What follows belongs to an exercise in optimizing a design on an open flow for small area, a short achievable clock period and few clock cycles per item; a production flow would make more cautious choices.
The RTL was checked by simulation tests, not by an equivalence proof against the original design.

==> run.sh <==
#!/bin/bash
# synth_recipe.tcl (not shown) runs the flow's synth.tcl, then flattens the netlist and writes it again
# the make line also repeats each setting of config.mk as NAME=value (left out here)
make -C /OpenROAD-flow-scripts/flow DESIGN_CONFIG=/design/flow/config.mk WORK_HOME=/design/flow/orfs CLKGATE_MAP_FILE= SYNTH_SCRIPT=/design/flow/synth_recipe.tcl finish
==> config.mk <==
export PLATFORM = sky130hd
export DESIGN_NAME = ascon_p_serial_multiround
export DESIGN_NICKNAME = ascon_p_serial_multiround
export VERILOG_FILES = /design/flow/design.v
export SDC_FILE = /design/flow/constraint.sdc
export NUM_CORES = 4
export LEC_CHECK = 0
export CAP_MARGIN = 20
export CORE_MARGIN = 2
export CORE_UTILIZATION = 60
export SLEW_MARGIN = 20
export SYNTH_HIERARCHICAL = 1
export SYNTH_MINIMUM_KEEP_SIZE = 0
==> constraint.sdc <==
create_clock -name core_clock -period 4.2 [get_ports {clk}]
set_input_delay 0.8400 -clock core_clock [delete_from_list [all_inputs] [get_ports {clk}]]
set_output_delay 0.8400 -clock core_clock [all_outputs]
set_load 0.01 [all_outputs]
==> design.v <==
`timescale 1ns / 1ps
module rotr
    #(parameter BW = 64)
    (
        input [BW - 1:0] val,     
        input [5:0] n_1,          
        input [5:0] n_2,          
        output [BW - 1:0] out
    );
    assign out = ((val >> n_1) | (val << (BW - n_1))) ^ ((val >> n_2) | (val << (BW - n_2)));
endmodule
module ascon_xor (input a, input b, output y);
    assign y = a ^ b;
endmodule
module ascon_xnor (input a, input b, output y);
    assign y = ~(a ^ b);
endmodule
module ascon_orn (input a, input b, output y);
    assign y = a | ~b;
endmodule
module ascon_or (input a, input b, output y);
    assign y = a | b;
endmodule
module ascon_muxi (input s, input a, input b, output y);
    assign y = ~(s ? a : b);
endmodule
module ascon_c1 (input x1, input x2, input x3, output y);
    assign y = x1 ? ~(x3 & x2) : (x3 & ~x2);
endmodule
module ascon_c1i (input x1, input x2n, input x3, output y);
    assign y = x1 ? ~(x3 & ~x2n) : (x3 & x2n);
endmodule
module ascon_c3 (input x0, input x3, input x4, output y);
    assign y = (x3 & x0) | (x3 & ~x4) | (x0 & ~x4);
endmodule
module ascon_nxt (input ld, input d, input h, input q, input advn, input rn, output n);
    assign n = ~((advn | rn) & ~((ld & d) | (h & q)));
endmodule
module ascon_rd (input [4:0] s, input [4:0] x, output y);
    assign y = |(s & x);
endmodule
`timescale 1ns / 1ps
module round_counter (
    input            clk,
    input            rstn,
    input            en,       
    input            inc,      
    output reg [3:0] dout,     
    output reg       done,     
    output           adv,      
    output     [3:0] knext     
);
    assign adv   = rstn & ~en & inc & ~done;
    assign knext = (dout == 4'd11) ? 4'd0 : dout + 4'd1;
    always @(posedge clk) begin
        if (!rstn || en) begin
            dout <= 4'd0;
            done <= 1'b0;
        end else if (inc && !done) begin
            dout <= dout + 4'd1;
            if (dout == 4'd11)
                done <= 1'b1;
        end
    end
endmodule
`timescale 1ns / 1ps
module ascon_p_serial_multiround     
     #(parameter BW = 64) (
         input clk,
         input rstn,
         input en,                        
         input en_inc,                    
         input [2:0] slice_idx,           
         input [BW-1:0] slice_in,         
         output reg [BW-1:0] slice_out,   
         output done                      
     );
    reg  [BW-1:0] x0, x1, x2, x3, x4;
    wire [3:0]    round;
    wire [3:0]    knext;
    wire          adv;
    round_counter round_ctr (
        .clk(clk), .rstn(rstn), .en(en), .inc(en_inc),
        .dout(round), .done(done), .adv(adv), .knext(knext)
    );
    wire [7:0] kadd = {knext, knext};     
    wire [BW-1:0] d0, d1, d2, d3, d4n;    
    genvar i;
    generate
        for (i = 0; i < BW; i = i + 1) begin : g_sbox
            wire b0, b2, t0n, t2n, c0, c1, c2n, c3, e4, b4;
            ascon_xor  XB0(.a(x0[i]), .b(x4[i]), .y(b0));
            ascon_orn  T2 (.a(x3[i]), .b(x4[i]), .y(t2n));           
            if (i >= 4 && i < 8) begin : g_inv
                ascon_xnor XB2(.a(x2[i]), .b(x1[i]), .y(b2));
                ascon_or   T0 (.a(x1[i]), .b(x2[i]), .y(t0n));       
                ascon_c1i  C1 (.x1(x1[i]), .x2n(x2[i]), .x3(x3[i]), .y(c1));
            end else begin : g_pos
                ascon_xor  XB2(.a(x2[i]), .b(x1[i]), .y(b2));
                ascon_orn  T0 (.a(x1[i]), .b(x2[i]), .y(t0n));       
                ascon_c1   C1 (.x1(x1[i]), .x2(x2[i]), .x3(x3[i]), .y(c1));
            end
            ascon_xnor XC0(.a(b0), .b(t0n), .y(c0));                 
            ascon_xor  XC2(.a(b2), .b(t2n), .y(c2n));                
            ascon_c3   C3 (.x0(x0[i]), .x3(x3[i]), .x4(x4[i]), .y(c3));
            ascon_xnor XE4(.a(x3[i]), .b(x0[i]), .y(e4));
            ascon_xor  XB4(.a(x4[i]), .b(x3[i]), .y(b4));
            ascon_muxi C4 (.s(x1[i]), .a(e4), .b(b4), .y(d4n[i]));   
            ascon_xnor XD0(.a(c0), .b(d4n[i]), .y(d0[i]));           
            ascon_xor  XD1(.a(c1), .b(c0), .y(d1[i]));               
            ascon_xnor XD3(.a(c3), .b(c2n), .y(d3[i]));              
            assign d2[i] = c2n;                                      
        end
    endgenerate
    wire ld0 = rstn & en & (slice_idx == 3'd0);
    wire ld1 = rstn & en & (slice_idx == 3'd1);
    wire ld2 = rstn & en & (slice_idx == 3'd2);
    wire ld3 = rstn & en & (slice_idx == 3'd3);
    wire ld4 = rstn & en & (slice_idx == 3'd4);
    wire h0  = rstn & ~ld0 & ~adv;
    wire h1  = rstn & ~ld1 & ~adv;
    wire h2  = rstn & ~ld2 & ~adv;
    wire h3  = rstn & ~ld3 & ~adv;
    wire h4  = rstn & ~ld4 & ~adv;
    wire advn = ~adv;
    wire [BW-1:0] n0, n1, n2, n3, n4;
    generate
        for (i = 0; i < BW; i = i + 1) begin : g_lin
            wire p0, p1, p2, p3, p4;      
            wire r0, r1, r2, r3, r4;      
            wire e2;
            ascon_xor  P0(.a(d0[(i+19)%64]),  .b(d0[(i+28)%64]),  .y(p0));
            ascon_xor  P1(.a(d1[(i+61)%64]),  .b(d1[(i+39)%64]),  .y(p1));
            ascon_xor  P2(.a(d2[(i+1)%64]),   .b(d2[(i+6)%64]),   .y(p2));
            ascon_xor  P3(.a(d3[(i+10)%64]),  .b(d3[(i+17)%64]),  .y(p3));
            ascon_xor  P4(.a(d4n[(i+7)%64]),  .b(d4n[(i+41)%64]), .y(p4));
            ascon_xnor R0(.a(p0), .b(d0[i]),  .y(r0));
            ascon_xnor R1(.a(p1), .b(d1[i]),  .y(r1));
            if (i < 8) begin : g_rc
                ascon_xor  K2(.a(d2[i]), .b(kadd[i]), .y(e2));
            end else begin : g_norc
                assign e2 = d2[i];
            end
            ascon_xnor R2(.a(p2), .b(e2),     .y(r2));
            ascon_xnor R3(.a(p3), .b(d3[i]),  .y(r3));
            ascon_xor  R4(.a(p4), .b(d4n[i]), .y(r4));              
            ascon_nxt  N0(.ld(ld0), .d(slice_in[i]), .h(h0), .q(x0[i]), .advn(advn), .rn(r0), .n(n0[i]));
            ascon_nxt  N1(.ld(ld1), .d(slice_in[i]), .h(h1), .q(x1[i]), .advn(advn), .rn(r1), .n(n1[i]));
            ascon_nxt  N2(.ld(ld2), .d(slice_in[i]), .h(h2), .q(x2[i]), .advn(advn), .rn(r2), .n(n2[i]));
            ascon_nxt  N3(.ld(ld3), .d(slice_in[i]), .h(h3), .q(x3[i]), .advn(advn), .rn(r3), .n(n3[i]));
            ascon_nxt  N4(.ld(ld4), .d(slice_in[i]), .h(h4), .q(x4[i]), .advn(advn), .rn(r4), .n(n4[i]));
        end
    endgenerate
    always @(posedge clk) begin
        x0 <= n0; x1 <= n1; x2 <= n2; x3 <= n3; x4 <= n4;
    end
    wire [4:0] sel;
    assign sel[0] = (slice_idx == 3'd0);
    assign sel[1] = (slice_idx == 3'd1);
    assign sel[2] = (slice_idx == 3'd2);
    assign sel[3] = (slice_idx == 3'd3);
    assign sel[4] = (slice_idx == 3'd4);
    wire [BW-1:0] rd;
    generate
        for (i = 0; i < BW; i = i + 1) begin : g_rd
            ascon_rd RD(.s(sel), .x({x4[i], x3[i], x2[i], x1[i], x0[i]}), .y(rd[i]));
        end
    endgenerate
    always @(posedge clk)
        slice_out <= rd;
endmodule
==> flow_summary.ini, run 1 <==
[final_layout]
drive_above_1_share_pct = 7.43
fin_util_pct = 70.9
syn_to_final_growth_pct = 16.9
fin_cells = 3830
fill_cells = 3655
fin_area_um2 = 32200
final_cell_mix = xor2_1, xnor2_1, dfxtp_1, a22oi_1, o21ai_1
antennaDiodeCount = 0
multi_input_area_um2 = 19400
mostFrequentLayoutCell = xor2_1
nNetsFinal = 3267
seq_area_um2 = 7790

[clocking]
clock_latency_ps = 600
cts_made_buffers = 47
postCtsHoldBufs = 0
clock-sinks = 389
cts_buffer_depth = 3
h-tree-depth = 2
cts_setup_buffers = 0
clk_pin_slew_ps = 60
cts_root_buffer = clkbuf_16
ctsResizeCount = 0
cts_tree = done

[placed_design]
gp_congestion = 1.08
place_ws_ps = 837
placed_cell_area_um2 = 30600
dp.cells = 3746
portBuffers = 135
dp_hpwl_mm = 84.3

[floorplan]
die_h_um = 218
rows = 78
die_w_um = 218
initial_core_util_pct = 60.7
pin_count = 136
core_um2 = 45400
die-area_um2 = 47600

[worst_setup_path]
path_class = reg -> reg
cp-start-kind = flip-flop
worst_ep_arrival_time_ps = 3590
crit_required_ps = 4650
cp_max_fo = 7
critPathCaptureType = flip-flop

[global_route]
track_usage_pct = 48.9
globalRouteOverflowTotal = 0
grt_max_degree = 65
grt_pass1_wl_mm = 169
antenna_found_initial = 0
grt_pass1_vias = 23656

[detailed_routing]
vias = 25366
drt_iter0_markers = 4664
avgViaCountPerCell = 6.62
drc = 0
routed_wl_mm = 119
ant_nets = 0
wl_per_cell_um = 31.0
firstDrtPassIters = 9

[min_path]
worstHoldPathType = reg -> reg

[timing]
fin_skew_ps = 20.0
whs_ps = 550
rsz0062_at_grt = false
tightestPinTransition_ps = 1260
fin_ws_ps = 1060
fin_crit_sh_pct = 74.7
post-route-min-period_ps = 3140
hold_viol = 0
relSlewSlack_pct = 15.4
fmax_ghz = 0.319
report.final.slew_viol_count = 0
finalSetupViolations = 0

[logic_synthesis]
ys_seq_area_share_pct = 28.3
synth_warnings = 8
yosys_register_bits = 389
synth_area_per_cell_um2 = 9.36
syn_inst = 2943
syn-num-nets = 3015
synthDistinctLibCells = 37
syn_area_um2 = 27500

[status]
status = complete, no violations

[run]
maxCapViolCount = 0
## synthesized netlist by cell type, drive strengths merged
master	count	area [um2]
xor2	710	6220
mux2i	125	1250
and2	1	6.26
nor2	14	60.1
nand3	1	10.0
or2	4	25.0
buf	3	30.0
maj3	64	721
ha	1	12.5
o21ai	321	1610
nor3b	1	7.51
and4	1	8.76
a21oi	3	15.0
nand2b	129	815
or3	1	6.26
a21o	1	8.76
and3b	1	10.0
dfxtp	389	7790
nand2	66	248
a22oi	384	2880
inv	127	477
nor3	2	15.0
mux2	5	71.3
xnor2	517	4530
a222oi	64	641
a31oi	4	25.0
nor2b	2	20.0
nand3b	2	27.5
## logic make-up (layout without fill, tap and decap cells)
group                      Yosys count  count (layout)  share of synthesized area, %
xor gates and xnor gates          1227            1227                          39.0
AOI/OAI and AO/OA                  777             777                          18.8
DFF                                389             389                          28.3
and+or+nand+nor                    225             225                          4.57
muxes                              130             130                          4.80
buffers and inverters              130             417                          1.84
adders and majority gates           65              65                          2.66
## per-module statistics from Yosys, one instance, submodules excluded, excerpt
| module | copies in the design | area [um2] |
|---|---|---|
| ascon_muxi | 64 | 10.0 |
| ascon_c1 | 60 | 13.8 |
| round_counter | 1 | 282 |
| ascon_orn | 124 | 6.26 |
| ascon_p_serial_multiround | 1 | 7880 |
| ascon_nxt | 320 | 12.5 |
| ascon_c1i | 4 | 15.0 |
## cell type report
| type | instances | area share (%) |
|---|---|---|
| Tap cell | 600 | 2.33 |
| Sequential cell | 389 | 24.2 |
| Clock inverter | 13 | 0.435 |
| Inverter | 127 | 1.49 |
| Multi-Input combinational cell | 2424 | 60.3 |
| Timing Repair Buffer | 206 | 6.87 |
| Clock buffer | 71 | 4.38 |
## worst max-delay path, stage by stage (launching register included)
cell and delay, ps:
dfxtp_1 480, xnor2_1 110, mux2i_1 880, xnor2_1 470, xor2_1 280, xnor2_1 660, o21ai_1 110
## metal layers
layer / vias to the layer above / routed length (um) / GRT usage (%)
li1: 10873 / - / -
met1: 12118 / 43500 / 63.4
met2: 1898 / 48300 / 70.0
met3: 477 / 16600 / 13.1
met4: 0 / 10500 / 34.5
met5: - / 0 / 0
## through the flow
step | TNS (ps)
floorplan | -79960
global placement | 0
CTS | 0
global route | 0
finish | 0
detailed placement | 0
## path summary, 6_finish.rpt
kind	start	to	slack (ps)	cells after the start
worst max-delay path	x3[60]	x0[32]	1060	6
worst min register to register	round_ctr.done	round_ctr.done	550	2
worst min-delay path	round_ctr.done	round_ctr.done	550	2
worst max register to register	x3[60]	x0[32]	1060	6
## flip-flops by register name (all words and copies together), names as in the netlist
signal	count
x1	64
x2	64
round_ctr.done	1
x0	64
slice_out	64
round_ctr.dout	4
x3	64
x4	64
Testbench counts, summed over its fixed seeds: cycles 6,576, items 384.
==> inputs of run 2 (changes only) <==
--- a/config.mk
+++ b/config.mk
@@ -9,3 +9,4 @@
 export CORE_MARGIN = 2
-export CORE_UTILIZATION = 60
+export CORE_UTILIZATION = 55
+export SETUP_SLACK_MARGIN = 2.2
 export SLEW_MARGIN = 20
==> flow_summary.ini, run 2 <==
[timing]
relSlewSlack_pct = 56.2
fmax_ghz = 0.468
tightestPinTransition_ps = 654
rsz0062_at_grt = true
finalSetupViolations = 0
report.final.slew_viol_count = 0
post-route-min-period_ps = 2140
hold_viol = 0
fin_skew_ps = 26.7
fin_crit_sh_pct = 50.9

[logic_synthesis]
yosysMostFrequentCell = xor2_1
ys_seq_area_share_pct = 28.3
yosys.area.top_type = dfxtp_1
synth_edf_count = 0
netlist_top_cells_count = xor2_1, xnor2_1, dfxtp_1
synth.top_cell.area_share_pct = 28.3
syn-num-nets = 3015
synth_area_per_cell_um2 = 9.36
synthTopCellsByArea = dfxtp_1, xor2_1, xnor2_1
synth_flop_cell = dfxtp_1
yosys_register_bits = 389
synth_warnings = 8
syn_inst = 2943
syn_area_um2 = 27500
synthArstFlopShare_pct = 0
synthDistinctLibCells = 37

[final_layout]
fin_cells = 4146
syn_to_final_growth_pct = 49.2
final_cell_mix = xor2_1, a22oi_1, o21ai_1, xnor2_1, buf_4
mostFrequentLayoutCell = xor2_1
nNetsFinal = 3521
drive_above_1_share_pct = 35.7
fin_area_um2 = 41100
fill_cells = 2698

[worst_setup_path]
slowest_stage = xor2_4
cp-start-kind = flip-flop
path_class = reg -> reg
crit_required_ps = 4710
path_cells = xor2_1 -> mux2i_1 -> buf_4 -> xnor2_4 -> xor2_4 -> xnor2_2 -> o21ai_1
critPathCaptureType = flip-flop
crit_family = XOR/XNOR gates
crit_buf_inv = 1
cp_max_fo = 6
cpPeakStageDelay_ps = 490
worst_ep_arrival_time_ps = 2650

[placed_design]
portBuffers = 135
gp_congestion = 1.03
dp.cells = 3827
placed_cell_area_um2 = 30800
dp_hpwl_mm = 86.9

[floorplan]
die-area_um2 = 51900
core_um2 = 49200
rows = 81
pin_count = 136
die_h_um = 228
initial_core_util_pct = 56.0
die_w_um = 228

[global_route]
grt_pass1_wl_mm = 186
track_usage_pct = 49.3
antenna_found_initial = 2
globalRouteOverflowTotal = 0
grt_max_degree = 98
grt_pass1_vias = 26118

[min_path]
worstHoldPathType = reg -> reg

[detailed_routing]
vias = 27883
ant_nets = 0
firstDrtPassIters = 10
wl_per_cell_um = 33.5
drt_iter0_markers = 5010
avgViaCountPerCell = 6.73
drc = 0
routed_wl_mm = 139

[clocking]
h-tree-depth = 2
cts_root_buffer = clkbuf_16
cts_made_buffers = 46
clock-sinks = 389
clk_pin_slew_ps = 60
postCtsHoldBufs = 0
cts_tree = done
clock_latency_ps = 650
cts_buffer_depth = 3

[status]
status = complete, no violations

[run]
maxCapViolCount = 0
-- run 2: cell counts after synthesis --
Identical to the previous run, type by type.
-- run 2: layer usage --
metal	up-vias	track usage [%]	part of all wire, %
li1	11206	-	-
met1	13462	60.7	33
met2	2463	69.2	41
met3	752	17.7	16
met4	0	40.0	10
met5	-	0	0
-- run 2: modules after synthesis, one instance, submodules excluded, excerpt --
module	cells	area [um2]	copies in the design	flops+latches
ascon_c1i	1	15.0	4	0
ascon_rd	3	21.3	64	0
ascon_xnor	1	8.76	516	0
ascon_muxi	1	10.0	64	0
ascon_c3	2	15.0	64	0
round_counter	31	282	1	5
ascon_c1	2	13.8	60	0
ascon_or	1	6.26	4	0
ascon_xor	1	8.76	708	0
ascon_p_serial_multiround	412	7880	1	384
-- run 2: layout make-up --
| cell class | count | area [um2] | share of cell area [%] |
|---|---|---|---|
| flip-flops and latches | 389 | 8000 | 19.5 |
| inverters | 127 | 480 | 1.17 |
| diodes | 1 | 2.50 | 0.00609 |
| clock inverters | 3 | 15.0 | 0.0366 |
| repair buffers | 460 | 4550 | 11.1 |
| well taps | 664 | 831 | 2.02 |
| clock buffers | 77 | 1480 | 3.61 |
| repair inverters | 1 | 5.00 | 0.0122 |
| multi-input cells | 2424 | 25700 | 62.6 |
-- run 2: path summary, 6_finish.rpt --
| check | startpoint | cells after the start | slack, ps | to |
|---|---|---|---|---|
| max | x4[45] | 7 | 2060 | x0[17] |
| min | round_ctr.done | 2 | 490 | round_ctr.done |
| max reg2reg | x4[45] | 7 | 2060 | x0[17] |
| min reg2reg | round_ctr.done | 2 | 490 | round_ctr.done |
-- run 2: worst min-delay path, stage by stage, from the launching register on --
cell	delay (ps)
dfxtp_2	340
a21oi_1	50
nor2_1	70
-- run 2: kinds of logic after synthesis --
group | Yosys count | synth area share (%)
simple gates | 225 | 4.57
buf+inv | 130 | 1.84
flops | 389 | 28.3
mux | 130 | 4.80
compound gates | 777 | 18.8
fa+ha+maj | 65 | 2.66
xor+xnor | 1227 | 39.0
-- run 2: repair_timing --
action                                  in CTS  in global routing
pin swaps                                  120                131
setup buffers                              132                101
endpoints found under the setup margin     449                260
gates resized for setup                    716                466
gates cloned                                 5                  0
-- run 2: through the flow --
step                      hold WS, ps  util, %  setup TNS (ps)  setup WS, ps
final                             494     83.6               0          2060
after global routing              565     83.6               0          2040
after CTS                         503     76.8               0          2110
after detailed placement          528     62.7               0           936
after global placement            497     62.7               0          1000
after floorplan                   498        -          -79800          -249
==> inputs of run 3 (changes only) <==
--- a/config.mk
+++ b/config.mk
@@ -9,3 +9,3 @@
 export CORE_MARGIN = 2
-export CORE_UTILIZATION = 55
+export CORE_UTILIZATION = 65
 export SETUP_SLACK_MARGIN = 2.2
==> flow_summary.ini, run 3 <==
[floorplan]
initial_core_util_pct = 65.8
die_w_um = 210
die_h_um = 210
pin_count = 136
rows = 75

[status]
status = aborted with a tool error
stop_stage = 5_1_grt
firstError = [ERROR DPL-0038] Utilization greater than 100%, impossible to legalize

[logic_synthesis]
synthDistinctLibCells = 37
netlist_top_cells_count = xor2_1, xnor2_1, dfxtp_1
yosys_register_bits = 389
synth_flop_cell = dfxtp_1
synth_edf_count = 0
synthTopCellsByArea = dfxtp_1, xor2_1, xnor2_1
syn-num-nets = 3015
syn_area_um2 = 27500
synth.top_cell.area_share_pct = 28.3
ys_seq_area_share_pct = 28.3
yosysMostFrequentCell = xor2_1
syn_inst = 2943
synth_warnings = 8
yosys.area.top_type = dfxtp_1
synth_area_per_cell_um2 = 9.36
synthArstFlopShare_pct = 0

[timing]
worst-ep-kind = register data pin
crit_endpoint = x1[34]$_DFF_P_/D

[placed_design]
dp_hpwl_mm = 81.0
gp_congestion = 1.08
portBuffers = 135

[clocking]
h-tree-depth = 2
cts_made_buffers = 44
cts_buffer_depth = 3
cts_root_buffer = clkbuf_16
clock-sinks = 389

[global_route]
grt_max_degree = 152
## run 3: cell counts after synthesis
Identical to the previous run, type by type.
## run 3: kinds of logic after synthesis
kind of cell	after synthesis	share of synthesized area [%]
simple gates	225	4.57
fa+ha+maj	65	2.66
flops	389	28.3
xor+xnor	1227	39.0
buf+inv	130	1.84
compound gates	777	18.8
mux	130	4.80
## run 3: how the worst max path moves through the flow
stage,depth (start not counted),slack [ps],to,from
4_1_cts,6,2030,x0[14],x3[33]
3_5_place_dp,8,980,x2[27],en
3_3_place_gp,6,1090,slice_out[24],slice_idx[0]
2_1_floorplan,4,-250,x0[0],en
## run 3: stage by stage
step	std cells	util, %	setup slack [ps]	cell area, um2
4_1_cts	3864	87.7	2030	36700
3_5_place_dp	3671	72.5	975	30300
3_3_place_gp	3671	72.5	1090	30300
2_1_floorplan	2943	-	-249	27600
## run 3: repair_timing
item | CTS
endpoints found under the setup margin | 449
resized for setup | 675
hold buffers | 0
gates cloned | 4
pin swaps | 99
buffers inserted | 112
## run 3: per-module statistics from Yosys (local to each module, per instance), excerpt
module	cells inside	flip-flops and latches	times used	area, um2
ascon_c1	2	0	60	13.8
ascon_rd	3	0	64	21.3
round_counter	31	5	1	282
ascon_p_serial_multiround	412	384	1	7880
ascon_or	1	0	4	6.26
ascon_c1i	1	0	4	15.0
ascon_xor	1	0	708	8.76
ascon_xnor	1	0	516	8.76
ascon_nxt	2	0	320	12.5
ascon_c3	2	0	64	15.0
ascon_muxi	1	0	64	10.0
==> inputs of run 4 (changes only) <==
--- a/config.mk
+++ b/config.mk
@@ -9,4 +9,6 @@
 export CORE_MARGIN = 2
-export CORE_UTILIZATION = 65
-export SETUP_SLACK_MARGIN = 2.2
+export CORE_UTILIZATION = 55
+export CTS_BUF_LIST = sky130_fd_sc_hd__clkbuf_8
+export CTS_CLUSTER_SIZE = 24
+export SETUP_SLACK_MARGIN = 1.9
 export SLEW_MARGIN = 20
==> flow_summary.ini, run 4 <==
[logic_synthesis]
synth_area_per_cell_um2 = 9.36
synth_flop_cell = dfxtp_1
syn_area_um2 = 27500
ys_seq_area_share_pct = 28.3
syn_inst = 2943
synthTopCellsByArea = dfxtp_1, xor2_1, xnor2_1
yosysMostFrequentCell = xor2_1
netlist_top_cells_count = xor2_1, xnor2_1, dfxtp_1
synthArstFlopShare_pct = 0
syn-num-nets = 3015
synthDistinctLibCells = 37
synth_warnings = 8
yosys.area.top_type = dfxtp_1
synth_edf_count = 0
synth.top_cell.area_share_pct = 28.3
yosys_register_bits = 389

[timing]
post-route-min-period_ps = 2470
relSlewSlack_pct = 45.0
report.final.slew_viol_count = 0
finalSetupViolations = 0
fin_ws_ps = 1730
fin_crit_sh_pct = 58.7
fmax_ghz = 0.406
hold_viol = 0
tightestPinTransition_ps = 801
fin_skew_ps = 26.6
rsz0062_at_grt = true

[run]
maxCapViolCount = 0

[final_layout]
final_cell_mix = xor2_1, xnor2_1, dfxtp_1, a22oi_1, o21ai_1
mostFrequentLayoutCell = xor2_1
drive_above_1_share_pct = 16.5
nNetsFinal = 3345
syn_to_final_growth_pct = 25.6

[detailed_routing]
vias = 25762
drc = 0
ant_nets = 0
firstDrtPassIters = 10
avgViaCountPerCell = 6.46
drt_iter0_markers = 4456
routed_wl_mm = 125
wl_per_cell_um = 31.3

[clocking]
clk_pin_slew_ps = 60
clock_latency_ps = 680
clock-sinks = 389
postCtsHoldBufs = 0
cts_root_buffer = clkbuf_8
cts_made_buffers = 74
cts_tree = done
h-tree-depth = 3
cts_buffer_depth = 3

[worst_setup_path]
ff2ff_setup_slack_ps = 1730
ff2ff_path_depth = 6
path_class = reg -> reg
critPathCaptureType = flip-flop
crit_required_ps = 4740
worst_ep_arrival_time_ps = 3000
cp-start-kind = flip-flop
reg2reg_to = x1[37]
r2r-start = x1[34]
cp_max_fo = 6
worstSetupStartpoint = x1[34]
endpoint = x1[37]

[floorplan]
die-area_um2 = 51900
die_h_um = 228
die_w_um = 228
pin_count = 136
rows = 81
initial_core_util_pct = 56.0
core_um2 = 49200

[min_path]
worstHoldPathType = reg -> reg

[global_route]
globalRouteOverflowTotal = 0
grt_pass1_vias = 24408
track_usage_pct = 46.0
grt_pass1_wl_mm = 174
grt_max_degree = 98
antenna_found_initial = 2

[placed_design]
portBuffers = 135
gp_congestion = 1.03
place_ws_ps = 936
dp_hpwl_mm = 86.9

[status]
status = complete, no violations
run 4: worst min path at each step:
stage / startpoint / endpoint / slack, ps / cells past startpoint
finish: round_ctr.done / round_ctr.done / 520 / 2
global route: round_ctr.done / round_ctr.done / 610 / 2
CTS: round_ctr.done / round_ctr.done / 540 / 2
detailed placement: round_ctr.done / round_ctr.done / 530 / 2
global placement: round_ctr.done / round_ctr.done / 500 / 2
floorplan: round_ctr.dout[3] / round_ctr.dout[3] / 500 / 2
run 4: layer usage:
| metal | global-route usage, % | vias to the layer above | share of wire [%] |
|---|---|---|---|
| met1 | 59.0 | 12460 | 36 |
| met4 | 33.4 | 2 | 8.1 |
| met5 | 0 | - | 0.010 |
| li1 | - | 10923 | - |
| met2 | 65.5 | 1941 | 42 |
| met3 | 13.4 | 436 | 14 |
run 4: worst max-delay path, stage by stage, from the launching register on:
cell,delay (ps)
dfxtp_1,400
nand2b_1,200
xnor2_1,460
xor2_1,610
xor2_1,420
xnor2_1,170
o21ai_1,70
run 4: modules after synthesis (local to each module, per instance):
| module | flops+latches | area [um2] | cells inside |
|---|---|---|---|
| ascon_c1i | 0 | 15.0 | 1 |
| ascon_c1 | 0 | 13.8 | 2 |
| ascon_xor | 0 | 8.76 | 1 |
| ascon_p_serial_multiround | 384 | 7880 | 412 |
| ascon_xnor | 0 | 8.76 | 1 |
| ascon_rd | 0 | 21.3 | 3 |
| ascon_orn | 0 | 6.26 | 1 |
| round_counter | 5 | 282 | 31 |
| ascon_muxi | 0 | 10.0 | 1 |
| ascon_c3 | 0 | 15.0 | 2 |
| ascon_nxt | 0 | 12.5 | 2 |
| ascon_or | 0 | 6.26 | 1 |
run 4: final cells by class:
cell class / count / area (um2)
fill: 3932 / 14600
inverter: 127 / 480
clock buffer: 93 / 1280
multi-input combinational: 2424 / 21400
sequential: 389 / 7790
antenna: 2 / 5.00
timing repair inverter: 1 / 5.00
timing repair buffer: 256 / 2660
tap: 664 / 831
clock inverter: 29 / 173
run 4: logic make-up (layout without fill, tap and decap cells):
logic type	Yosys count	after routing	share of synthesized area [%]
DFF	389	389	28.3
adders and majority gates	65	65	2.66
buffers and inverters	130	506	1.84
other	0	2	0
AOI/OAI and AO/OA	777	777	18.8
muxes	130	130	4.80
xor gates and xnor gates	1227	1227	39.0
and+or+nand+nor	225	225	4.57
run 4: what timing repair did:
| action | in CTS | in global routing |
|---|---|---|
| resized for setup | 195 | 142 |
| gates cloned | 2 | 1 |
| endpoints found under the setup margin | 449 | 206 |
| buffers inserted | 18 | 13 |
| pin swaps | 5 | 11 |
run 4: stage by stage:
| step | std cells | hold slack, ps | instance area (um2) | util [%] | setup TNS [ps] |
|---|---|---|---|---|---|
| after global placement | 3827 | 497 | 30800 | 62.7 | 0 |
| final | 3985 | 524 | 34600 | 70.3 | 0 |
| after detailed placement | 3827 | 528 | 30800 | 62.7 | 0 |
| after floorplan | 2943 | 498 | 27600 | - | -79800 |
| after global routing | 3983 | 613 | 34600 | 70.3 | 0 |
| after CTS | 3969 | 536 | 33300 | 67.8 | 0 |
==> inputs of run 5 (changes only) <==
--- a/config.mk
+++ b/config.mk
@@ -10,4 +10,2 @@
 export CORE_UTILIZATION = 55
-export CTS_BUF_LIST = sky130_fd_sc_hd__clkbuf_8
-export CTS_CLUSTER_SIZE = 24
 export SETUP_SLACK_MARGIN = 1.9
==> flow_summary.ini, run 5 <==
[status]
status = complete, no violations

[worst_setup_path]
path_class = reg -> reg
worst_ep_arrival_time_ps = 2950
r2r-start = x3[50]
cp_max_fo = 7
worstSetupStartpoint = x3[50]
crit_required_ps = 4690
cp-start-kind = flip-flop
critPathCaptureType = flip-flop

[timing]
finalSetupViolations = 0
hold_viol = 0
relSlewSlack_pct = 26.8
tightestPinTransition_ps = 1090
final.setup.tns_ps = 0
fin_crit_sh_pct = 58.7
report.final.slew_viol_count = 0
rsz0062_at_grt = true
fmax_ghz = 0.406
post-route-min-period_ps = 2470
fin_skew_ps = 18.8

[final_layout]
fin_util_pct = 70.9
nNetsFinal = 3339
final_cell_mix = xor2_1, xnor2_1, dfxtp_1, a22oi_1, o21ai_1
drive_above_1_share_pct = 16.1
mostFrequentLayoutCell = xor2_1
syn_to_final_growth_pct = 26.5
fin_area_um2 = 34800
fin_cells = 3963
antennaDiodeCount = 0

[logic_synthesis]
synth_area_per_cell_um2 = 9.36
syn-num-nets = 3015
synth_edf_count = 0
syn_area_um2 = 27500
synthArstFlopShare_pct = 0
synth.top_cell.area_share_pct = 28.3
synthDistinctLibCells = 37
yosysMostFrequentCell = xor2_1
synth_flop_cell = dfxtp_1
ys_seq_area_share_pct = 28.3
yosys.area.top_type = dfxtp_1
synthTopCellsByArea = dfxtp_1, xor2_1, xnor2_1
syn_inst = 2943
yosys_register_bits = 389
synth_warnings = 8
netlist_top_cells_count = xor2_1, xnor2_1, dfxtp_1

[floorplan]
initial_core_util_pct = 56.0
pin_count = 136
die_w_um = 228
rows = 81
die_h_um = 228
die-area_um2 = 51900
core_um2 = 49200

[detailed_routing]
avgViaCountPerCell = 6.52
wl_per_cell_um = 31.9
firstDrtPassIters = 9
routed_wl_mm = 126
ant_nets = 0
vias = 25853
drc = 0
drt_iter0_markers = 4214

[placed_design]
placed_cell_area_um2 = 30800
portBuffers = 135
dp_hpwl_mm = 86.9
dp.cells = 3827
gp_congestion = 1.03

[clocking]
cts_made_buffers = 46
postCtsHoldBufs = 0
h-tree-depth = 2
cts_buffer_depth = 3
cts_root_buffer = clkbuf_16
clock-sinks = 389
clk_pin_slew_ps = 60
cts_tree = done
clock_latency_ps = 620

[min_path]
min_from = round_ctr.done
worstHoldPathType = reg -> reg

[global_route]
grt_pass1_vias = 24195
antenna_found_initial = 1
grt_max_degree = 98
globalRouteOverflowTotal = 0
grt_pass1_wl_mm = 173
track_usage_pct = 45.7

[run]
maxCapViolCount = 0
## run 5: cell counts after synthesis
No cell type changed its count.
## run 5: worst paths after layout
kind                            cells after the start        endpoint  slack (ps)
worst max-delay path                                6          x0[22]        1730
worst min-delay path                                2  round_ctr.done         520
worst max register to register                      6          x0[22]        1730
worst min register to register                      2  round_ctr.done         520
## run 5: stage by stage
step           worst slack [ps]  hold WS (ps)
2_1_floorplan              -249           498
3_3_place_gp               1000           497
3_5_place_dp                936           528
4_1_cts                    1900           538
5_1_grt                    1770           614
6_report                   1730           524
## run 5: critical path, cell delays in order (launching register included)
cell and delay (ps):
dfxtp_1 470, xor2_1 190, mux2i_1 280, xnor2_1 960, xor2_1 230, xnor2_1 140
o21ai_1 70
## run 5: area by class of cell
cell class,instances,area (um2)
Clock buffer,77,1480
Clock inverter,3,15.0
Timing Repair Buffer,278,3020
Multi-Input combinational cell,2424,21200
Timing Repair inverter,1,5.00
Tap cell,664,831
Inverter,127,480
Fill cell,3853,14300
Sequential cell,389,7790
## run 5: logic make-up (layout without fill, tap and decap cells)
| group | after synthesis | count (layout) | share of synthesized area (%) |
|---|---|---|---|
| xor gates and xnor gates | 1227 | 1227 | 39.0 |
| AOI/OAI and AO/OA | 777 | 777 | 18.8 |
| DFF | 389 | 389 | 28.3 |
| and+or+nand+nor | 225 | 225 | 4.57 |
| muxes | 130 | 130 | 4.80 |
| buffers and inverters | 130 | 486 | 1.84 |
| adders and majority gates | 65 | 65 | 2.66 |
## run 5: layer usage
metal / share of wire (%) / track usage, %
met3: 14 / 13.0
met2: 41 / 65.6
met5: 0.10 / 0.0919
met1: 36 / 58.9
met4: 8.8 / 31.9
## run 5: Yosys stat by module, one instance, submodules excluded, a selection
module	cells inside	flops+latches	cell area, um2	times used
ascon_p_serial_multiround	412	384	7880	1
ascon_c3	2	0	15.0	64
ascon_muxi	1	0	10.0	64
ascon_rd	3	0	21.3	64
ascon_xnor	1	0	8.76	516
ascon_orn	1	0	6.26	124
round_counter	31	5	282	1
## run 5: timing repair
action,4_1_cts,5_1_grt
setup buffers,21,29
endpoints found under the setup margin,408,209
pin swaps,7,13
gates cloned,2,4
gates resized for setup,160,154
==> inputs of run 6 (changes only) <==
--- a/config.mk
+++ b/config.mk
@@ -11,3 +11,3 @@
 export SETUP_SLACK_MARGIN = 1.9
-export SLEW_MARGIN = 20
+export SLEW_MARGIN = 60
 export SYNTH_HIERARCHICAL = 1
==> flow_summary.ini, run 6 <==
[status]
status = complete, no violations

[final_layout]
fin_area_um2 = 35100
nNetsFinal = 3327
drive_above_1_share_pct = 17.3
syn_to_final_growth_pct = 27.6
final_cell_mix = xor2_1, xnor2_1, dfxtp_1, a22oi_1, o21ai_1
antennaDiodeCount = 0
mostFrequentLayoutCell = xor2_1

[detailed_routing]
dr.max_layer_used = met5
ant_nets = 0
met1_length_mm = 45.0
drc = 0
wl_met2_mm = 50.9
vias = 25785
drt_iter0_markers = 4149
avgViaCountPerCell = 6.52
firstDrtPassIters = 9
met3_length_mm = 17.2
routed_wl_mm = 123
wl_per_cell_um = 31.2

[worst_setup_path]
crit_required_ps = 4710
cp_max_fo = 7
worst_ep_arrival_time_ps = 2920
critPathCaptureType = flip-flop
cp-start-kind = flip-flop
path_class = reg -> reg

[logic_synthesis]
synth_flop_cell = dfxtp_1
synth_area_per_cell_um2 = 9.36
syn-num-nets = 3015
syn_area_um2 = 27500
synthDistinctLibCells = 37
yosys_register_bits = 389
synthArstFlopShare_pct = 0
yosys.area.top_type = dfxtp_1
synth_warnings = 8
ys_seq_area_share_pct = 28.3
synth_edf_count = 0
syn_inst = 2943
yosysMostFrequentCell = xor2_1
synthTopCellsByArea = dfxtp_1, xor2_1, xnor2_1
netlist_top_cells_count = xor2_1, xnor2_1, dfxtp_1
synth.top_cell.area_share_pct = 28.3

[clocking]
cts_buffer_depth = 3
clk_pin_slew_ps = 60
clock_latency_ps = 610
cts_tree = done
clock-sinks = 389
cts_made_buffers = 46
cts_root_buffer = clkbuf_16
h-tree-depth = 2

[timing]
whs_ps = 529
hold_viol = 0
fmax_ghz = 0.415
report.final.slew_viol_count = 0
rsz0062_at_grt = true
fin_skew_ps = 29.5
post-route-min-period_ps = 2410
fin_crit_sh_pct = 57.4
relSlewSlack_pct = 54.3
finalSetupViolations = 0
tightestPinTransition_ps = 683

[floorplan]
pin_count = 136
die_h_um = 228
rows = 81
die-area_um2 = 51900
core_um2 = 49200
die_w_um = 228
initial_core_util_pct = 56.0

[global_route]
antenna_found_initial = 3
grt_pass1_vias = 24174
globalRouteOverflowTotal = 0
track_usage_pct = 45.8
grt_max_degree = 98
grt_pass1_wl_mm = 174

[placed_design]
portBuffers = 135
gp_congestion = 1.03
placed_cell_area_um2 = 32600
dp_hpwl_mm = 88.1

[run]
maxCapViolCount = 0

[min_path]
worstHoldPathType = reg -> reg
==> run 6: layout make-up <==
| type | instances | area [um2] |
|---|---|---|
| Timing Repair Buffer | 267 | 2760 |
| Tap cell | 664 | 831 |
| Clock buffer | 78 | 1480 |
| Fill cell | 3752 | 14000 |
| Clock inverter | 8 | 71.3 |
| Multi-Input combinational cell | 2424 | 21700 |
| Inverter | 127 | 480 |
| Sequential cell | 389 | 7790 |
==> run 6: layer usage <==
metal / track usage (%) / vias to the layer above
li1: - / 10900
met1: 59.5 / 12414
met2: 65.8 / 2004
met3: 12.7 / 461
met4: 31.4 / 6
met5: 0 / -
==> run 6: path summary, 6_finish.rpt <==
| check | startpoint | end | slack [ps] | cells after the start |
|---|---|---|---|---|
| max reg2reg | x3[29] | x0[1] | 1790 | 6 |
| min reg2reg | round_ctr.done | round_ctr.done | 530 | 2 |
| max | x3[29] | x0[1] | 1790 | 6 |
| min | round_ctr.done | round_ctr.done | 530 | 2 |
==> run 6: what timing repair did <==
action,4_1_cts,5_1_grt
setup buffers,9,18
hold buffers,0,0
endpoints found under the setup margin,411,87
gates resized for setup,50,50
pin swaps,4,14
gates cloned,1,0
==> run 6: metrics by stage <==
stage	std cells	setup WS, ps	utilization [%]	TNS (ps)
detailed placement	3842	935	66.3	0
global placement	3827	1000	62.7	0
floorplan	2943	-249	-	-79800
finish	3957	1790	71.5	0
CTS	3938	1900	69.9	0
global route	3957	1770	71.5	0
==> run 6: cell families after synthesis <==
kind of cell,Yosys count,synth area share [%]
adders and majority gates,65,2.66
AOI/OAI and AO/OA,777,18.8
and+or+nand+nor,225,4.57
buffers and inverters,130,1.84
xor gates and xnor gates,1227,39.0
DFF,389,28.3
muxes,130,4.80
==> run 6: worst max-delay path, cell delays in order (launching register included) <==
cell,delay [ps]
dfxtp_1,500
xor2_1,130
mux2i_2,510
xnor2_2,260
xor2_1,480
xnor2_2,280
o21ai_1,170
==> run 6: Yosys stat by module (local to each module, per instance) <==
module / times used / flip-flops and latches / cells / area [um2]
ascon_muxi: 64 / 0 / 1 / 10.0
ascon_c1i: 4 / 0 / 1 / 15.0
ascon_xor: 708 / 0 / 1 / 8.76
round_counter: 1 / 5 / 31 / 282
ascon_c1: 60 / 0 / 2 / 13.8
ascon_or: 4 / 0 / 1 / 6.26
ascon_p_serial_multiround: 1 / 384 / 412 / 7880
ascon_xnor: 516 / 0 / 1 / 8.76
ascon_nxt: 320 / 0 / 2 / 12.5
ascon_c3: 64 / 0 / 2 / 15.0
ascon_orn: 124 / 0 / 1 / 6.26
ascon_rd: 64 / 0 / 3 / 21.3
==> inputs of run 7 (changes only) <==
--- a/config.mk
+++ b/config.mk
@@ -9,5 +9,6 @@
 export CORE_MARGIN = 2
-export CORE_UTILIZATION = 55
+export CORE_UTILIZATION = 50
+export PLACE_DENSITY = 0.72
 export SETUP_SLACK_MARGIN = 1.9
-export SLEW_MARGIN = 60
+export SLEW_MARGIN = 20
 export SYNTH_HIERARCHICAL = 1
==> flow_summary.ini, run 7 <==
[logic_synthesis]
netlist_top_cells_count = xor2_1, xnor2_1, dfxtp_1
synth_top_family_by_area = XOR/XNOR gates
synth_edf_count = 0
synth_area_per_cell_um2 = 9.36
yosys.area.top_type = dfxtp_1
syn_inst = 2943
synth_warnings = 8
synth.top_cell.area_share_pct = 28.3
synth_adder_area_share_pct = 2.66
yosys_register_bits = 389
synthTopCellsByArea = dfxtp_1, xor2_1, xnor2_1
synth_flop_cell = dfxtp_1
synth_simple_gate_area_share_pct = 4.57
ys_seq_area_share_pct = 28.3
synth_mux_area_share_pct = 4.80
synth_xor_area_share_pct = 39.0
synthDistinctLibCells = 37
synth_compound_area_share_pct = 18.8
syn-num-nets = 3015
synthArstFlopShare_pct = 0
yosysMostFrequentCell = xor2_1
syn_area_um2 = 27500

[detailed_routing]
drt_iter0_markers = 4688
avgViaCountPerCell = 6.46
ant_nets = 0
drc = 0
vias = 25890
routed_wl_mm = 130
wl_per_cell_um = 32.4
firstDrtPassIters = 10

[floorplan]
rows = 86
initial_core_util_pct = 50.3
pin_count = 136
die-area_um2 = 57000
core_um2 = 54800
die_h_um = 239
die_w_um = 239

[timing]
fmax_ghz = 0.415
finalSetupViolations = 0
report.final.slew_viol_count = 0
hold_viol = 0
post-route-min-period_ps = 2410
final.setup.tns_ps = 0
tightestPinTransition_ps = 934
rsz0062_at_grt = true
fin_crit_sh_pct = 57.4
relSlewSlack_pct = 37.5
fin_skew_ps = 27.2

[global_route]
grt_pass1_wl_mm = 179
globalRouteOverflowTotal = 0
track_usage_pct = 43.8
antenna_found_initial = 5
grt_pass1_vias = 24277
grt_max_degree = 116

[worst_setup_path]
crit_required_ps = 4670
path_class = reg -> reg
cp_max_fo = 6
critPathCaptureType = flip-flop
worst_ep_arrival_time_ps = 2890
cp-start-kind = flip-flop

[final_layout]
antennaDiodeCount = 0
fill_cells = 4529
mostFrequentLayoutCell = xor2_1
nNetsFinal = 3340
drive_above_1_share_pct = 16.7
fin_util_pct = 63.9
final_cell_mix = xor2_1, xnor2_1, dfxtp_1, a22oi_1, o21ai_1
syn_to_final_growth_pct = 27.1

[clocking]
clk_pin_slew_ps = 60
cts_buffer_depth = 3
clock_latency_ps = 610
postCtsHoldBufs = 0
cts_root_buffer = clkbuf_16
cts_made_buffers = 48
cts_tree = done
clock-sinks = 389
h-tree-depth = 2

[run]
maxCapViolCount = 0

[placed_design]
gp_congestion = 1.05
dp_hpwl_mm = 89.7
portBuffers = 135

[min_path]
worstHoldPathType = reg -> reg

[status]
status = complete, no violations
-- run 7: worst max-delay path, cell delays in order, from the launching register on --
cell and delay (ps):
dfxtp_1 390, nand2b_1 190, xnor2_1 470, xor2_1 190
buf_4 190, xor2_1 490, xnor2_1 250, o21ai_1 90
-- run 7: layout make-up --
cell class | instances | area [um2] | share of cell area, %
inverters | 127 | 480 | 1.37
multi-input cells | 2424 | 21400 | 61.1
flip-flops and latches | 389 | 7790 | 22.3
well taps | 704 | 881 | 2.52
clock buffers | 78 | 1470 | 4.19
repair buffers | 278 | 2930 | 8.37
clock inverters | 9 | 75.1 | 0.214
-- run 7: modules after synthesis, one instance, submodules excluded, excerpt --
module / cell area (um2) / flip-flops and latches / copies in the design / cells
ascon_orn: 6.26 / 0 / 124 / 1
ascon_xnor: 8.76 / 0 / 516 / 1
ascon_xor: 8.76 / 0 / 708 / 1
ascon_c3: 15.0 / 0 / 64 / 2
round_counter: 282 / 5 / 1 / 31
ascon_or: 6.26 / 0 / 4 / 1
ascon_nxt: 12.5 / 0 / 320 / 2
ascon_rd: 21.3 / 0 / 64 / 3
ascon_muxi: 10.0 / 0 / 64 / 1
-- run 7: per-stage QoR --
step | hold WS [ps] | instances | worst slack (ps) | area (um2)
4_1_cts | 559 | 3976 | 1800 | 33800
6_report | 558 | 4009 | 1790 | 35000
2_1_floorplan | 498 | 2943 | -249 | 27600
3_5_place_dp | 551 | 3867 | 780 | 30800
3_3_place_gp | 524 | 3867 | 852 | 30800
5_1_grt | 603 | 4009 | 1740 | 35000
-- run 7: logic make-up after synthesis --
| group | count (synthesis) |
|---|---|
| fa+ha+maj | 65 |
| flops | 389 |
| compound gates | 777 |
| simple gates | 225 |
| mux | 130 |
| xor+xnor | 1227 |
| buf+inv | 130 |
-- run 7: final timing paths --
kind	start	endpoint	slack (ps)	cells past startpoint
hold reg to reg	round_ctr.done	round_ctr.done	560	2
hold / removal	round_ctr.done	round_ctr.done	560	2
setup / recovery	x1[28]	x1[53]	1790	7
setup reg to reg	x1[28]	x1[53]	1790	7
-- run 7: metal layers --
metal | part of all wire, % | up-vias | GRT usage, %
met4 | 8.9 | 4 | 31.1
li1 | - | 10925 | -
met2 | 41 | 1927 | 62.8
met5 | 0.021 | - | 0
met1 | 37 | 12548 | 57.1
met3 | 14 | 486 | 11.2
-- run 7: timing repair --
item,4_1_cts,5_1_grt
pin swaps,9,18
setup endpoints to repair,413,201
gates resized for setup,191,136
setup buffers,19,31
gates cloned,3,2
==> inputs of run 8 (changes only) <==
--- a/config.mk
+++ b/config.mk
@@ -12,3 +12,3 @@
 export SETUP_SLACK_MARGIN = 1.9
-export SLEW_MARGIN = 20
+export SLEW_MARGIN = 60
 export SYNTH_HIERARCHICAL = 1
==> flow_summary.ini, run 8 <==
[logic_synthesis]
synth_flop_cell = dfxtp_1
synthDistinctLibCells = 37
yosys.area.top_type = dfxtp_1
synth.top_cell.area_share_pct = 28.3
yosysMostFrequentCell = xor2_1
synth_area_per_cell_um2 = 9.36
netlist_top_cells_count = xor2_1, xnor2_1, dfxtp_1
synthTopCellsByArea = dfxtp_1, xor2_1, xnor2_1
syn_area_um2 = 27500
syn_inst = 2943
synth_warnings = 8
syn-num-nets = 3015
synth_edf_count = 0
synthArstFlopShare_pct = 0
yosys_register_bits = 389
ys_seq_area_share_pct = 28.3

[clocking]
cts_root_buffer = clkbuf_16
clock-sinks = 389
cts_tree = done
cts_buffer_depth = 3
h-tree-depth = 2
clk_pin_slew_ps = 60
postCtsHoldBufs = 0
clock_latency_ps = 610
cts_made_buffers = 47

[timing]
fmax_ghz = 0.419
hold_viol = 0
finalSetupViolations = 0
relSlewSlack_pct = 55.7
fin_ws_ps = 1810
whs_ps = 570
fin_skew_ps = 25.2
tightestPinTransition_ps = 661
final.setup.tns_ps = 0
report.final.slew_viol_count = 0
rsz0062_at_grt = true
post-route-min-period_ps = 2390
fin_crit_sh_pct = 56.9

[detailed_routing]
vias = 25801
drt_iter0_markers = 4133
routed_wl_mm = 127
ant_nets = 0
firstDrtPassIters = 9
wl_per_cell_um = 31.8
drc = 0
avgViaCountPerCell = 6.46

[placed_design]
gp_congestion = 1.05
portBuffers = 135
place_ws_ps = 893
dp_hpwl_mm = 91.6

[floorplan]
die-area_um2 = 57000
rows = 86
pin_count = 136
die_h_um = 239
core_um2 = 54800
initial_core_util_pct = 50.3
die_w_um = 239

[global_route]
grt_pass1_vias = 24520
antenna_found_initial = 1
grt_pass1_wl_mm = 179
grt_max_degree = 84
track_usage_pct = 43.7
globalRouteOverflowTotal = 0

[final_layout]
mostFrequentLayoutCell = xor2_1
nNetsFinal = 3329
drive_above_1_share_pct = 17.9
antennaDiodeCount = 0
final_cell_mix = xor2_1, xnor2_1, dfxtp_1, a22oi_1, o21ai_1
syn_to_final_growth_pct = 28.2
fill_cells = 4489

[worst_setup_path]
worst_ep_arrival_time_ps = 2880
critPathCaptureType = flip-flop
crit_family = XOR/XNOR gates
slowest_stage = xor2_1
path_class = reg -> reg
crit_required_ps = 4690
crit_buf_inv = 0
cpPeakStageDelay_ps = 480
path_cells = xor2_1 -> xnor2_1 -> xor2_2 -> xor2_1 -> xnor2_1 -> o21ai_1
cp-start-kind = flip-flop
cp_max_fo = 6

[run]
maxCapViolCount = 0

[min_path]
worstHoldPathType = reg -> reg

[status]
status = complete, no violations
-- run 8: cell counts after synthesis --
Identical to the previous run, type by type.
-- run 8: worst reg2reg max path, cell delays in order (launching register included) --
cell	delay (ps)
dfxtp_1	460
xor2_1	130
xnor2_1	460
xor2_2	420
xor2_1	490
xnor2_1	230
o21ai_1	80
-- run 8: routing by layer --
metal	routed length, um	track usage [%]
met1	47300	57.4
met2	52500	63.2
met3	16900	11.9
met4	10500	28.2
met5	13	0
-- run 8: Yosys stat by module, one instance, submodules excluded, excerpt --
| module | cells | flip-flops and latches | cell area [um2] | times used |
|---|---|---|---|---|
| ascon_p_serial_multiround | 412 | 384 | 7880 | 1 |
| ascon_rd | 3 | 0 | 21.3 | 64 |
| ascon_c3 | 2 | 0 | 15.0 | 64 |
| ascon_c1i | 1 | 0 | 15.0 | 4 |
| ascon_c1 | 2 | 0 | 13.8 | 60 |
| ascon_nxt | 2 | 0 | 12.5 | 320 |
| ascon_or | 1 | 0 | 6.26 | 4 |
-- run 8: cell families (layout without fill, tap and decap cells) --
group	Yosys count	in the layout	share of synthesized area (%)
muxes	130	130	4.80
and+or+nand+nor	225	225	4.57
buffers and inverters	130	480	1.84
AOI/OAI and AO/OA	777	777	18.8
DFF	389	389	28.3
adders and majority gates	65	65	2.66
xor gates and xnor gates	1227	1227	39.0
-- run 8: final timing paths --
check                                     from              to  slack, ps  cells after the start
worst max register to register          x4[31]          x1[34]       1810                      6
worst min-delay path            round_ctr.done  round_ctr.done        570                      2
worst min register to register  round_ctr.done  round_ctr.done        570                      2
worst max-delay path                    x4[31]          x1[34]       1810                      6
-- run 8: final cells by class --
cell class              instances  area, um2  area share, %
clock buffers                  73       1470           4.15
clock inverters                12       93.8          0.266
inverters                     127        480           1.36
multi-input cells            2424      21800           61.7
flip-flops and latches        389       7790           22.1
well taps                     704        881           2.50
repair buffers                268       2800           7.94
-- run 8: through the flow --
| step | instance area [um2] | std cells | util [%] |
|---|---|---|---|
| 6_report | 35300 | 3997 | 64.4 |
| 5_1_grt | 35300 | 3997 | 64.4 |
| 4_1_cts | 34500 | 3970 | 63.0 |
| 3_5_place_dp | 32800 | 3877 | 59.8 |
| 3_3_place_gp | 30800 | 3867 | 56.3 |
| 2_1_floorplan | 27600 | 2943 | - |
-- run 8: timing repair --
| action | in CTS | in global routing |
|---|---|---|
| cloned | 1 | 0 |
| pin swaps | 4 | 16 |
| gates resized for setup | 55 | 57 |
| setup buffers | 7 | 27 |
| setup endpoints to repair | 409 | 100 |
==> inputs of run 9 (changes only) <==
--- a/config.mk
+++ b/config.mk
@@ -10,2 +10,5 @@
 export CORE_UTILIZATION = 50
+export CTS_BUF_LIST = sky130_fd_sc_hd__clkbuf_16
+export CTS_CLUSTER_DIAMETER = 85
+export CTS_CLUSTER_SIZE = 25
 export PLACE_DENSITY = 0.72
==> flow_summary.ini, run 9 <==
[worst_setup_path]
reg2reg_to = x1[60]
critPathCaptureType = flip-flop
slowest_stage = xnor2_1
path_cells = xor2_1 -> xnor2_1 -> xor2_2 -> buf_12 -> xor2_1 -> xnor2_1 -> o21ai_1
worst_ep_arrival_time_ps = 2810
worstSetupStartpoint = x4[35]
crit_required_ps = 4690
cpPeakStageDelay_ps = 530
cp_max_fo = 6
path_class = reg -> reg
r2r-start = x4[35]
ff2ff_path_depth = 7
crit_family = XOR/XNOR gates
cp-start-kind = flip-flop
cp_num_cells = 7
endpoint = x1[60]
crit_buf_inv = 1
ff2ff_setup_slack_ps = 1870

[timing]
finalSetupViolations = 0
post-route-min-period_ps = 2330
tightestPinTransition_ps = 657
fin_crit_sh_pct = 55.4
final.setup.tns_ps = 0
relSlewSlack_pct = 55.9
fmax_ghz = 0.430
rsz0062_at_grt = true
report.final.slew_viol_count = 0
hold_viol = 0
fin_skew_ps = 28.8

[placed_design]
gp_congestion = 1.05
portBuffers = 135
dp_hpwl_mm = 91.6
dp.cells = 3877

[final_layout]
nNetsFinal = 3304
drive_above_1_share_pct = 17.1
final_cell_mix = xor2_1, xnor2_1, dfxtp_1, a22oi_1, o21ai_1
mostFrequentLayoutCell = xor2_1
fin_cells = 3958
syn_to_final_growth_pct = 25.8

[floorplan]
initial_core_util_pct = 50.3
die-area_um2 = 57000
die_h_um = 239
pin_count = 136
core_um2 = 54800
rows = 86
die_w_um = 239

[logic_synthesis]
synthDistinctLibCells = 37
synth_warnings = 8
netlist_top_cells_count = xor2_1, xnor2_1, dfxtp_1
syn-num-nets = 3015
yosys.area.top_type = dfxtp_1
synthArstFlopShare_pct = 0
synth_flop_cell = dfxtp_1
synth_area_per_cell_um2 = 9.36
syn_inst = 2943
syn_area_um2 = 27500
ys_seq_area_share_pct = 28.3
yosys_register_bits = 389
synth.top_cell.area_share_pct = 28.3
synthTopCellsByArea = dfxtp_1, xor2_1, xnor2_1
synth_edf_count = 0
yosysMostFrequentCell = xor2_1

[clocking]
postCtsHoldBufs = 0
cts_root_buffer = clkbuf_16
clock-sinks = 389
clk_pin_slew_ps = 100
cts_buffer_depth = 3
h-tree-depth = 1
cts_tree = done
cts_made_buffers = 26
clock_latency_ps = 620

[status]
status = complete, no violations

[run]
maxCapViolCount = 0

[detailed_routing]
drc = 0
firstDrtPassIters = 10
drt_iter0_markers = 4025
vias = 25434
avgViaCountPerCell = 6.43
routed_wl_mm = 126
wl_per_cell_um = 31.9
ant_nets = 0

[global_route]
grt_max_degree = 84
track_usage_pct = 43.2
grt_pass1_vias = 24256
antenna_found_initial = 3
globalRouteOverflowTotal = 0
grt_pass1_wl_mm = 178

[min_path]
worstHoldPathType = reg -> reg
[run 9: changes by cell type in the layout (fill, tap and decap cells not counted), moves of 4 or more]
cell | previous run | this run
clkinv_2 | 9 | 3
dlygate4sd2_1 | 35 | 50
clkbuf_16 | 49 | 27
clkbuf_1 | 9 | 0
xor2_2 | 109 | 104
clkinv_8 | 0 | 4
clkbuf_8 | 15 | 0
clkdlybuf4s50_1 | 76 | 66
buf_4 | 98 | 94
dlymetal6s2s_1 | 21 | 16
[run 9: stage by stage]
| step | worst slack (ps) | hold slack, ps | util [%] | area (um2) |
|---|---|---|---|---|
| final | 1870 | 574 | 63.3 | 34600 |
| after detailed placement | 893 | 546 | 59.8 | 32800 |
| after global placement | 852 | 524 | 56.3 | 30800 |
| after CTS | 1900 | 559 | 61.8 | 33900 |
| after global routing | 1830 | 597 | 63.2 | 34600 |
| after floorplan | -249 | 498 | - | 27600 |
[run 9: worst min-delay path by stage]
| stage | startpoint | end | slack [ps] | depth (start not counted) |
|---|---|---|---|---|
| global route | round_ctr.dout[3] | round_ctr.dout[3] | 600 | 2 |
| floorplan | round_ctr.dout[3] | round_ctr.dout[3] | 500 | 2 |
| detailed placement | round_ctr.dout[3] | round_ctr.dout[3] | 550 | 2 |
| global placement | round_ctr.dout[3] | round_ctr.dout[3] | 520 | 2 |
| CTS | round_ctr.dout[3] | round_ctr.dout[3] | 560 | 2 |
| finish | round_ctr.done | round_ctr.done | 570 | 2 |
[run 9: Yosys stat by module, one instance, submodules excluded, a selection]
| module | cell area (um2) | cells |
|---|---|---|
| ascon_orn | 6.26 | 1 |
| ascon_xor | 8.76 | 1 |
| ascon_c1 | 13.8 | 2 |
| ascon_xnor | 8.76 | 1 |
| ascon_c1i | 15.0 | 1 |
| ascon_nxt | 12.5 | 2 |
| ascon_p_serial_multiround | 7880 | 412 |
[run 9: cells by family after synthesis]
logic type / share of synthesized area [%]
XOR/XNOR: 39.0
AO/OA/AOI/OAI: 18.8
flip-flops: 28.3
AND/OR/NAND/NOR: 4.57
buffers and inverters: 1.84
multiplexers: 4.80
adder cells (fa/ha/maj): 2.66
[run 9: what timing repair did]
action                                  CTS  global route
pin swaps                                 5            18
endpoints found under the setup margin  424            92
setup buffers                             5            25
gates cloned                              1             0
gates resized for setup                  75            56
[run 9: final cells by class]
cell class	count	area, um2
Inverter	127	480
Fill cell	4554	20100
Tap cell	704	881
Multi-Input combinational cell	2424	21800
Antenna cell	2	5.00
Clock inverter	21	229
Timing Repair Buffer	264	2740
Clock buffer	27	676
Sequential cell	389	7790
[run 9: worst register-to-register path, delay by kind of cell, from the launching register on]
kind,cells,cell delay [ps]
flip-flops,1,380
XOR/XNOR,5,1580
AO/OA/AOI/OAI,1,80
buffers and inverters,1,160
[run 9: metal layers]
metal	GRT usage, %	vias to the layer above	part of all wire [%]
met5	0	-	0.010
met4	28.5	2	8.5
met3	11.6	446	13
met2	62.2	1860	41
met1	56.8	12299	37
li1	-	10827	-

==> static timing again, ports no longer ideal <==
The flow's constraints put no driver on any port. The routed layouts listed below were extracted and timed again, unchanged, in two steps.
Step 1: set_driving_cell puts a clkbuf_16 on clk and a buf_2 on each other input, an assumption about the parent block.
Step 2 times the ports against the registers' clock, not the clock port: input delays grow and output delays shrink by t, the midpoint of the rising clock arrivals with the driver on.
Three values: ideal, step 1, step 2; two values: the first two.
run	t (ns)	setup WS [ns]	worst hold slack (ns)	worst slew at a driven data input, ns
run 1	0.653	1.061 / 1.061 / 0.753	0.550 / 0.550 / 0.550	0.04
run 2	0.696	2.062 / 2.062 / 1.503	0.494 / 0.494 / 0.494	0.05
run 4	0.724	1.735 / 1.735 / 1.229	0.524 / 0.524 / 0.524	0.05
run 5	0.675	1.734 / 1.734 / 1.331	0.524 / 0.524 / 0.524	0.05
run 6	0.654	1.790 / 1.790 / 1.291	0.529 / 0.529 / 0.529	0.04
run 7	0.657	1.790 / 1.790 / 1.324	0.558 / 0.558 / 0.558	0.05
run 8	0.667	1.812 / 1.812 / 1.282	0.570 / 0.570 / 0.570	0.06
run 9	0.665	1.872 / 1.868 / 1.358	0.574 / 0.574 / 0.574	0.06
After both steps setup and hold are still met in every run listed. For run 2, which loses most, drivers alone change the setup slack by 0.000 ns; drivers and shift together by -0.559 ns.
